Context: an optimization exercise on an open-source flow, tuned for small area. The choices shown serve that exercise and are no tape-out recipe. The RTL was checked by simulation tests, not by an equivalence proof against the original design. The clock port is modelled as an ideal driver; clocking choices that lean on that would not hold on a real chip.

==> flow/design.v (excerpt) <==
module system_top (
    input  wire               clk,
    input  wire               rst_n,
    input  wire signed [15:0] data_in,
    output wire signed [3:0]  sdm_out
);
    reg [6:0] cnt;
    reg       fp;
    always @(posedge clk or negedge rst_n) begin
        if (!rst_n) begin cnt <= 7'd0; fp <= 1'b1; end
        else begin
            cnt <= cnt + 7'd1;
            if (cnt == 7'd50) fp <= 1'b0;
        end
    end
    wire c0 = (cnt == 7'd0);
    reg [51*16-1:0] r1;
    wire [15:0] r1_in = c0 ? data_in : (fp ? 16'd0 : r1[51*16-1:50*16]);
    always @(posedge clk) r1 <= {r1[50*16-1:0], r1_in};
    wire [15:0] x1 = r1[15:0];
    reg [5:0] v1;
    always @(*) begin
        if (cnt >= 7'd14 && cnt <= 7'd52) v1 = 7'd52 - cnt;
        else if (cnt >= 7'd53 && cnt <= 7'd64) v1 = 7'd103 - cnt;
        else if (cnt >= 7'd78) v1 = cnt - 7'd78;
        else v1 = 6'd50;
    end
    reg [25:0] gd;
    always @(*) begin
        case (v1)
            6'd0: gd = 26'd65536;
  ...
For scale: about 2900 cells after synthesis, roughly 1200 flip-flops, about 22 I/O pins.
export LEC_CHECK = 0
export CAP_MARGIN = 20
export CORE_MARGIN = 2
export CORE_UTILIZATION = 40
export PLACE_DENSITY = 0.6
export SLEW_MARGIN = 20
export SYNTH_HIERARCHICAL = 1
create_clock -name core_clock -period 20.0 [get_ports {clk}]
standard.sh (not shown) runs the stock make flow with config.mk's settings and CLKGATE_MAP_FILE= SYNTH_SCRIPT=/design/flow/synth_recipe.tcl, a recipe that flattens the netlist after the stock synthesis.
==> flow/flow/run.sh <==
#!/bin/bash
set -e
export CTS_ARGS="-sink_clustering_enable -repair_clock_nets -buf_list sky130_fd_sc_hd__clkbuf_16 -sink_clustering_size 28 -sink_clustering_max_diameter 120 -dont_use_dummy_load"
cp standard.sh standard_sh.log
bash standard.sh > standard.log 2>&1
Change:
==> flow/run.sh (new file) <==
#!/bin/bash
# synth_recipe.tcl (not shown) runs the flow's synth.tcl, then flattens the netlist and writes it again
# the make line also repeats each setting of config.mk as NAME=value (left out here)
make -C /OpenROAD-flow-scripts/flow DESIGN_CONFIG=/design/flow/config.mk WORK_HOME=/design/flow/orfs CLKGATE_MAP_FILE= SYNTH_SCRIPT=/design/flow/synth_recipe.tcl finish
--- a/flow/config.mk
+++ b/flow/config.mk
@@ -9,4 +9,7 @@
 export CORE_MARGIN = 2
 export CORE_UTILIZATION = 40
+export CTS_BUF_LIST = sky130_fd_sc_hd__clkbuf_16
+export CTS_CLUSTER_DIAMETER = 120
+export CTS_CLUSTER_SIZE = 28
 export PLACE_DENSITY = 0.6
 export SLEW_MARGIN = 20
removed: flow/flow/run.sh
removed: flow/standard.sh
=> The changed run completed without violations; final cell count rose by 0.40%; maximum frequency barely changes; cell area grows by 0.40%; setup slack loses 0.050 ns.
Change:
--- a/flow/config.mk
+++ b/flow/config.mk
@@ -12,4 +12,5 @@
 export CTS_CLUSTER_DIAMETER = 120
 export CTS_CLUSTER_SIZE = 28
+export GPL_TIMING_DRIVEN = 0
 export PLACE_DENSITY = 0.6
 export SLEW_MARGIN = 20
What happened:
- via count rose by 0.94%
- sequential share of layout area went down by 0.23 points
- synthesized cell count stays the same
- global-route usage went up by 0.38 points
- die area does not change
Change:
--- a/flow/config.mk
+++ b/flow/config.mk
@@ -7,10 +7,11 @@
 export LEC_CHECK = 0
 export CAP_MARGIN = 20
+export CELL_PAD_IN_SITES_DETAIL_PLACEMENT = 1
+export CELL_PAD_IN_SITES_GLOBAL_PLACEMENT = 1
 export CORE_MARGIN = 2
 export CORE_UTILIZATION = 40
 export CTS_BUF_LIST = sky130_fd_sc_hd__clkbuf_16
-export CTS_CLUSTER_DIAMETER = 120
-export CTS_CLUSTER_SIZE = 28
-export GPL_TIMING_DRIVEN = 0
+export CTS_CLUSTER_DIAMETER = 100
+export CTS_CLUSTER_SIZE = 24
 export PLACE_DENSITY = 0.6
 export SLEW_MARGIN = 20
Outcome:
- worst setup slack gets better by 0.54 ns
- core utilization climbs by 0.39 points
- clock-buffer cell count is higher by 18
- cell area increases by 0.90%
Change:
==> flow/flow/run.sh (new file) <==
#!/bin/bash
set -e
export CTS_ARGS="-sink_clustering_enable -repair_clock_nets -buf_list sky130_fd_sc_hd__clkbuf_16 -sink_clustering_size 34 -sink_clustering_max_diameter 100 -dont_use_dummy_load"
cp standard.sh standard_sh.log
bash standard.sh > standard.log 2>&1
==> flow/standard.sh (new file) <==
#!/bin/bash
# synth_recipe.tcl (not shown) runs the flow's synth.tcl, then flattens the netlist and writes it again
# the make line also repeats each setting of config.mk as NAME=value (left out here)
make -C /OpenROAD-flow-scripts/flow DESIGN_CONFIG=/design/flow/config.mk WORK_HOME=/design/flow/orfs CLKGATE_MAP_FILE= SYNTH_SCRIPT=/design/flow/synth_recipe.tcl "${@:-finish}"
==> flow/config.mk (replaced) <==
export PLATFORM = sky130hd
export DESIGN_NAME = system_top
export DESIGN_NICKNAME = system_top
export VERILOG_FILES = /design/flow/design.v
export SDC_FILE = /design/flow/constraint.sdc
export NUM_CORES = 4
export LEC_CHECK = 0
export CAP_MARGIN = 20
export CORE_MARGIN = 2
export CORE_UTILIZATION = 65
export PLACE_DENSITY = 0.75
export SLEW_MARGIN = 20
export SYNTH_HIERARCHICAL = 1
removed: flow/run.sh
The changed run finished clean.
Synthesized cell count stays the same.
Clock-buffer cell count goes down by 23.
Fmax goes down by 2.0%.
Via count is about the same.
Clock skew goes up by 0.082 ns.
Change:
==> flow/run.sh (new file) <==
#!/bin/bash
# synth_recipe.tcl (not shown) runs the flow's synth.tcl, then flattens the netlist and writes it again
# the make line also repeats each setting of config.mk as NAME=value (left out here)
make -C /OpenROAD-flow-scripts/flow DESIGN_CONFIG=/design/flow/config.mk WORK_HOME=/design/flow/orfs CLKGATE_MAP_FILE= SYNTH_SCRIPT=/design/flow/synth_recipe.tcl finish
--- a/flow/config.mk
+++ b/flow/config.mk
@@ -8,6 +8,9 @@
 export CAP_MARGIN = 20
 export CORE_MARGIN = 2
-export CORE_UTILIZATION = 65
-export PLACE_DENSITY = 0.75
+export CORE_UTILIZATION = 40
+export CTS_BUF_LIST = sky130_fd_sc_hd__clkbuf_16
+export CTS_CLUSTER_DIAMETER = 100
+export CTS_CLUSTER_SIZE = 24
+export PLACE_DENSITY = 0.6
 export SLEW_MARGIN = 20
 export SYNTH_HIERARCHICAL = 1
removed: flow/flow/run.sh
removed: flow/standard.sh
=> The changed run completed with no timing, DRC or antenna violations; count of clock-buffer cells in the layout rose by 13; sequential share of layout area goes down by 1.4 points; global-route usage fell by 11 points; cell count goes up by about a fifth; final area climbs by a few percent; worst hold slack improves by 0.039 ns; wire length fell by a few percent; die area increases by well over a third; via count went down slightly; worst setup slack improved by 0.71 ns.

* * *

== tundra ==
Another version of the RTL of system_top (not shown whole).
Size: about 3300 cells after synthesis, about 22 I/O pins, ~47000 sq um of cells after synthesis.
==> flow/design.v (excerpt) <==
module system_top (
    input  wire               clk,
    input  wire               rst_n,
    input  wire signed [15:0] data_in,
    output wire signed [3:0]  sdm_out
);
clock: 20.0 ns
lec_check: 0
cap_margin: 20
core_margin: 2
core_utilization: 40
cts_buf_list: sky130_fd_sc_hd__clkbuf_16
cts_cluster_diameter: 100
cts_cluster_size: 24
place_density: 0.6
slew_margin: 20
synth_hierarchical: 1
run.sh (not shown) runs the stock make flow with config.mk's settings and CLKGATE_MAP_FILE= SYNTH_SCRIPT=/design/flow/synth_recipe.tcl, a recipe that flattens the netlist after the stock synthesis.
Stock flow here: none of the scripts above is used.
[inputs] quartz vs tundra
Settings: swapping 100 for 80 in CTS_CLUSTER_DIAMETER; swapping 24 for 30 in CTS_CLUSTER_SIZE.
==> comparison <==
Of tundra and quartz, the run reporting the higher first-pass GRT wire length was tundra.
Shortest period the worst path allows on quartz is ahead of tundra.
Reported for tundra and quartz, CTS H-tree depth turned out identical to the last digit.
Routed wire length in quartz vs tundra: down about 0.45%
quartz against tundra: overall track demand over capacity in global routing was more or less identical, final core utilization held steady, floorplan die area comparable.

re-timing with driven ports:
No port has a modelled driver above. Below, the same layouts with a new extraction and two added sets of constraints.
Step 1 (the two cells are an assumption about what drives the block):
set clk [get_ports {clk}]
set_driving_cell -lib_cell sky130_fd_sc_hd__clkbuf_16 $clk
set_driving_cell -lib_cell sky130_fd_sc_hd__buf_2 [delete_from_list [all_inputs] $clk]
Step 2 adds t to the input delays and takes it off the output delays; t is the mean of the earliest and latest rising clock arrival at the registers after step 1. Input paths then give back, and output paths get back, about the clock's delay inside the block.
a / b / c = ideal / step 1 / step 2; a / b = the first two.
| run | t, ns | setup WS [ns] | worst register clock-pin slew, ns |
|---|---|---|---|
| the first run of note 1 | 0.675 | 1.610 / 1.610 / 1.610 | 0.11 / 0.11 |
| the second run of note 1 | 0.717 | 1.560 / 1.560 / 1.560 | 0.11 / 0.11 |
| the third run of note 1 | 0.723 | 0.728 / 0.728 / 0.728 | 0.12 / 0.12 |
| the fourth run of note 1 | 0.700 | 1.268 / 1.268 / 1.268 | 0.10 / 0.10 |
| the fifth run of note 1 | 0.638 | 0.879 / 0.879 / 0.879 | 0.12 / 0.12 |
| the sixth run of note 1 | 0.736 | 1.588 / 1.588 / 1.588 | 0.10 / 0.10 |
| tundra | 0.745 | 2.825 / 2.825 / 2.825 | 0.10 / 0.10 |
| quartz | 0.744 | 2.901 / 2.901 / 2.901 | 0.11 / 0.11 |
After both steps every run listed still meets setup and hold.
